Context: an optimization exercise on an open-source flow, tuned for small area, a short achievable clock period and few clock cycles. The choices shown serve that exercise and are no tape-out recipe.
Function was checked by simulation only, so behaviour that the tests miss may differ from the original.
Power is estimated from default activity; no workload was simulated.

old:
Design fsm, start of the top module:
module fsm(
    input [15:0] dataIn,
    input R_I,
    input reset,
    input clk,
    output reg r_o,
    output reg [1:0] err,
    output [31:0] dataOut,
    output ready
    );
    localparam [3:0] W1 = 4'd0, W2 = 4'd1, W3 = 4'd2, W4 = 4'd3,
                     CHK = 4'd4, MD = 4'd5, S1 = 4'd6, S2 = 4'd7, S3 = 4'd8;
    reg [3:0]  state;
    reg        rdy;
    reg [31:0] reg_x;
    reg [31:0] reg_n;
    reg [24:0] cnt;         
    reg        last;        
    reg [3:0]  it;
    reg [24:0] acc;         
    reg [24:0] rem;         
    reg [23:0] quo;
    reg [7:0]  mx_e;        
    reg [7:0]  sqe;         
    reg [7:0]  ad;          
    reg        e_gt, e_eq;  
    reg        mx_s;
    reg        sub;
    wire take = rdy & R_I;
    wire        fr_err, fr_inf;
    wire [24:0] fr_inc;
    checkfr_fsm FR(.num_in(reg_n), .res(fr_err), .inf(fr_inf), .inc(fr_inc));
    wire [24:0] tgt = {1'b1, reg_n[22:0], 1'b0};
    wire [23:0] xm = {1'b1, reg_x[22:0]};
    wire [1:0]  pair = xm[{it[3:0], 1'b0} +: 2];
    wire [24:0] acc_nx;
    pow2_fsm PW(.m(xm), .acc(acc), .pair(pair), .last(it == 4'd11), .acc_nx(acc_nx));
    wire [24:0] rem_nx;
    wire [1:0]  qb;
    del_fsm DL(.r(rem), .d(xm), .r_nx(rem_nx), .q(qb));
    wire [7:0]  xe   = reg_x[30:23];
    wire        f24  = xm >= 24'hB504F4;           
    wire [7:0]  sq_e = {xe[6:0], 1'b0} + 8'd129 + {7'd0, f24};
  ...
make LEC_CHECK=0 CAP_MARGIN=20 CORE_MARGIN=2 CORE_UTILIZATION=40 SLEW_MARGIN=20 finish   # period 10.0 ns
run.sh (not shown) runs the stock make flow with config.mk's settings and CLKGATE_MAP_FILE= SYNTH_SCRIPT=/design/flow/synth_recipe.tcl, a recipe that flattens the netlist after the stock synthesis.
Every stage of the flow completed for old, and the final layout passed the timing, design-rule and antenna checks.
Testbench counts of old, summed over its fixed seeds: cycles 23,218.
#### Input delta (new over old)
Settings: putting SETUP_SLACK_MARGIN at 5 where nothing was set.
- new: no failed stages, no open violations at the end
- Sort new and old by number of ordinary inverters in the final layout asc -> top: old
- new ends up with higher via count of the routed design than old does.
- Across both runs, power was higher for new than for old.
- Compared to old, new has number of gates resized after CTS 80 higher.
- Proportion of power drawn by combinational gates: higher on new
- STATUS time the worst path needs with I/O delays and setup: new wins against old
- Hold slack delta (new -> old): insignificant
- Comparing new and old, the higher number of buffers inserted by post-CTS setup repair was measured on new.
- Summary of new over old: area of the multi-input gates now larger; global-route usage now larger; worst setup slack now larger.


## Q
Another version of the RTL of fsm (not shown whole).
Size in the first run: about 270 flip-flops, ~55 I/O pins, roughly 34000 µm² of cells after synthesis.
make LEC_CHECK=0 ABC_AREA=1 CAP_MARGIN=20 CORE_MARGIN=2 CORE_UTILIZATION=40 SETUP_SLACK_MARGIN=5 SLEW_MARGIN=20 finish   # period 10.0 ns
Q did not stop at any stage, and its layout met the timing, design-rule and antenna checks.
Testbench counts of Q, summed over its fixed seeds: cycles 9,115.
Setup changes, Q to P
- SETUP_SLACK_MARGIN removed (was 5)
==> flow/flow/run.sh (new file) <==
#!/bin/bash
# Standard ORFS layout, with timing repair aimed below the design's period.
set -euo pipefail
MARGIN=$(cat flow/margin.txt)
sed "s/^make -C/make SETUP_SLACK_MARGIN=$MARGIN -C/" standard.sh > standard_margin.sh
bash standard_margin.sh > make.log 2>&1
==> flow/flow/margin.txt (new file) <==
5.25
==> flow/standard.sh (new file) <==
#!/bin/bash
# synth_recipe.tcl (not shown) runs the flow's synth.tcl, then flattens the netlist and writes it again
# the make line also repeats each setting of config.mk as NAME=value (left out here)
make -C /OpenROAD-flow-scripts/flow DESIGN_CONFIG=/design/flow/config.mk WORK_HOME=/design/flow/orfs CLKGATE_MAP_FILE= SYNTH_SCRIPT=/design/flow/synth_recipe.tcl "${@:-finish}"
removed: flow/run.sh
Findings:
P went all the way through synthesis, placement and routing and the layout is clean on timing, DRC and antenna.
Looking at first-iteration DRC count, P sits below Q.
Final worst slack up 0.20 ns in P wrt Q
A library cell contributing the largest single delay on the critical path of nor2_1 is what Q shows, while fa_1 belongs to P.
P against Q: share of power burned in the clock network shows a reduction of 1.8 points; non-clock buffer count shows an increase of 20; internal power shows a reduction of 3.5%; end-of-flow core utilization shows an increase of 0.47 points.
For the number of clock-tree buffers in the layout, P came in about 13% lower than Q did.
Relative to Q, area of the multi-input gates has increased by about 0.4% in P.
P vs Q — routed wire length rose 1.2%.
On slew at the pin with the worst max-slew slack, Q and P are neck and neck.
Looking only at via count, and setting everything else aside, the higher value of Q and P goes to P.


fsm, a different RTL version from the one above (not shown whole).
For scale: roughly 4900 cells after synthesis, about 280 flip-flops, about 55 I/O pins, ~0.035 mm2 of cells after synthesis.
export LEC_CHECK = 0
export ABC_AREA = 1
export CAP_MARGIN = 20
export CORE_MARGIN = 2
export CORE_UTILIZATION = 40
export SETUP_SLACK_MARGIN = 4.5
export SLEW_MARGIN = 20
create_clock -name core_clock -period 10.0 [get_ports {clk}]
Stock flow here: none of the scripts above is used.
Testbench counts at the start, summed over its fixed seeds: cycles 9,115.
Next try:
--- a/flow/config.mk
+++ b/flow/config.mk
@@ -12 +12 @@
-export SETUP_SLACK_MARGIN = 4.5
+export SETUP_SLACK_MARGIN = 5
The new run went through all stages and came out clean.
Final cell count grows by 0.38%.
Flip-flop and latch count does not change.
Core utilization rose by 0.25 points.
Fmax grows by 12%.
Final area went up by 0.56%.
Sequential share of layout area went down by 0.12 points.
Global-route usage barely changes.
Routed wire length barely changes.
Next try:
==> flow/flow/run.sh (new file) <==
#!/bin/bash
# Standard ORFS layout, with timing repair aimed below the design's period.
set -euo pipefail
MARGIN=$(cat flow/margin.txt)
sed "s/^make -C/make SETUP_SLACK_MARGIN=$MARGIN -C/" standard.sh > standard_margin.sh
bash standard_margin.sh > make.log 2>&1
==> flow/flow/margin.txt (new file) <==
5.25
==> flow/standard.sh (new file) <==
#!/bin/bash
# synth_recipe.tcl (not shown) runs the flow's synth.tcl, then flattens the netlist and writes it again
# the make line also repeats each setting of config.mk as NAME=value (left out here)
make -C /OpenROAD-flow-scripts/flow DESIGN_CONFIG=/design/flow/config.mk WORK_HOME=/design/flow/orfs CLKGATE_MAP_FILE= SYNTH_SCRIPT=/design/flow/synth_recipe.tcl "${@:-finish}"
--- a/flow/config.mk
+++ b/flow/config.mk
@@ -12 +11,0 @@
-export SETUP_SLACK_MARGIN = 5
removed: flow/run.sh
Outcome:
- sequential power barely changes
- routed wire length barely changes
- flip-flop and latch count is unchanged
- sequential share of layout area is about the same
- worst hold slack stays flat
- setup slack is better by 190 ps
- maximum frequency rose by about 4%
- total power hardly moves
- clock-buffer cell count does not change
- synthesized area stays the same
Next try:
==> flow/flow/margin.txt (replaced) <==
5.5
After rerunning: The new run completed with no timing, DRC or antenna violations; die area is unchanged; setup slack improves by 95 ps; design area increases slightly.

-- re-timing with driven ports --
The flow's constraints put no driver on any port. The routed layouts listed below were extracted and timed again, unchanged, in two steps. Step 1: set_driving_cell puts a clkbuf_16 on clk and a buf_2 on each other input, an assumption about the parent block. Step 2, shift: input delay + t, output delay - t, t = (earliest + latest rising clock arrival at the registers) / 2. This alone moves slack from input paths to output paths. Three values: ideal ports, drivers, drivers and shift; two values: the first two.
| run | shift t [ns] | slack for setup (ns) | worst setup path at the end | latest minus earliest clock arrival (ns) | worst slew at a driven data input, ns |
|---|---|---|---|---|---|
| old | 0.639 | 2.796 / 2.796 / 2.796 | register to register | 0.026 / 0.025 | 0.04 |
| new | 0.663 | 4.424 / 4.424 / 4.424 | register to register | 0.030 / 0.029 | 0.06 |
| Q | 0.665 | 5.145 / 5.145 / 5.145 | register to register | 0.034 / 0.034 | 0.03 |
| P | 0.647 | 5.342 / 5.342 / 5.342 | register to register | 0.038 / 0.038 | 0.03 |
| the first run of note 3 | 0.676 | 4.643 / 4.643 / 4.643 | register to register | 0.048 / 0.049 | 0.04 |
| the second run of note 3 | 0.675 | 5.236 / 5.236 / 5.236 | register to register | 0.050 / 0.050 | 0.04 |
| the third run of note 3 | 0.674 | 5.423 / 5.423 / 5.423 | register to register | 0.042 / 0.042 | 0.04 |
| the fourth run of note 3 | 0.659 | 5.518 / 5.518 / 5.518 | register to register | 0.038 / 0.038 | 0.03 |
After both steps every run listed still meets setup and hold.
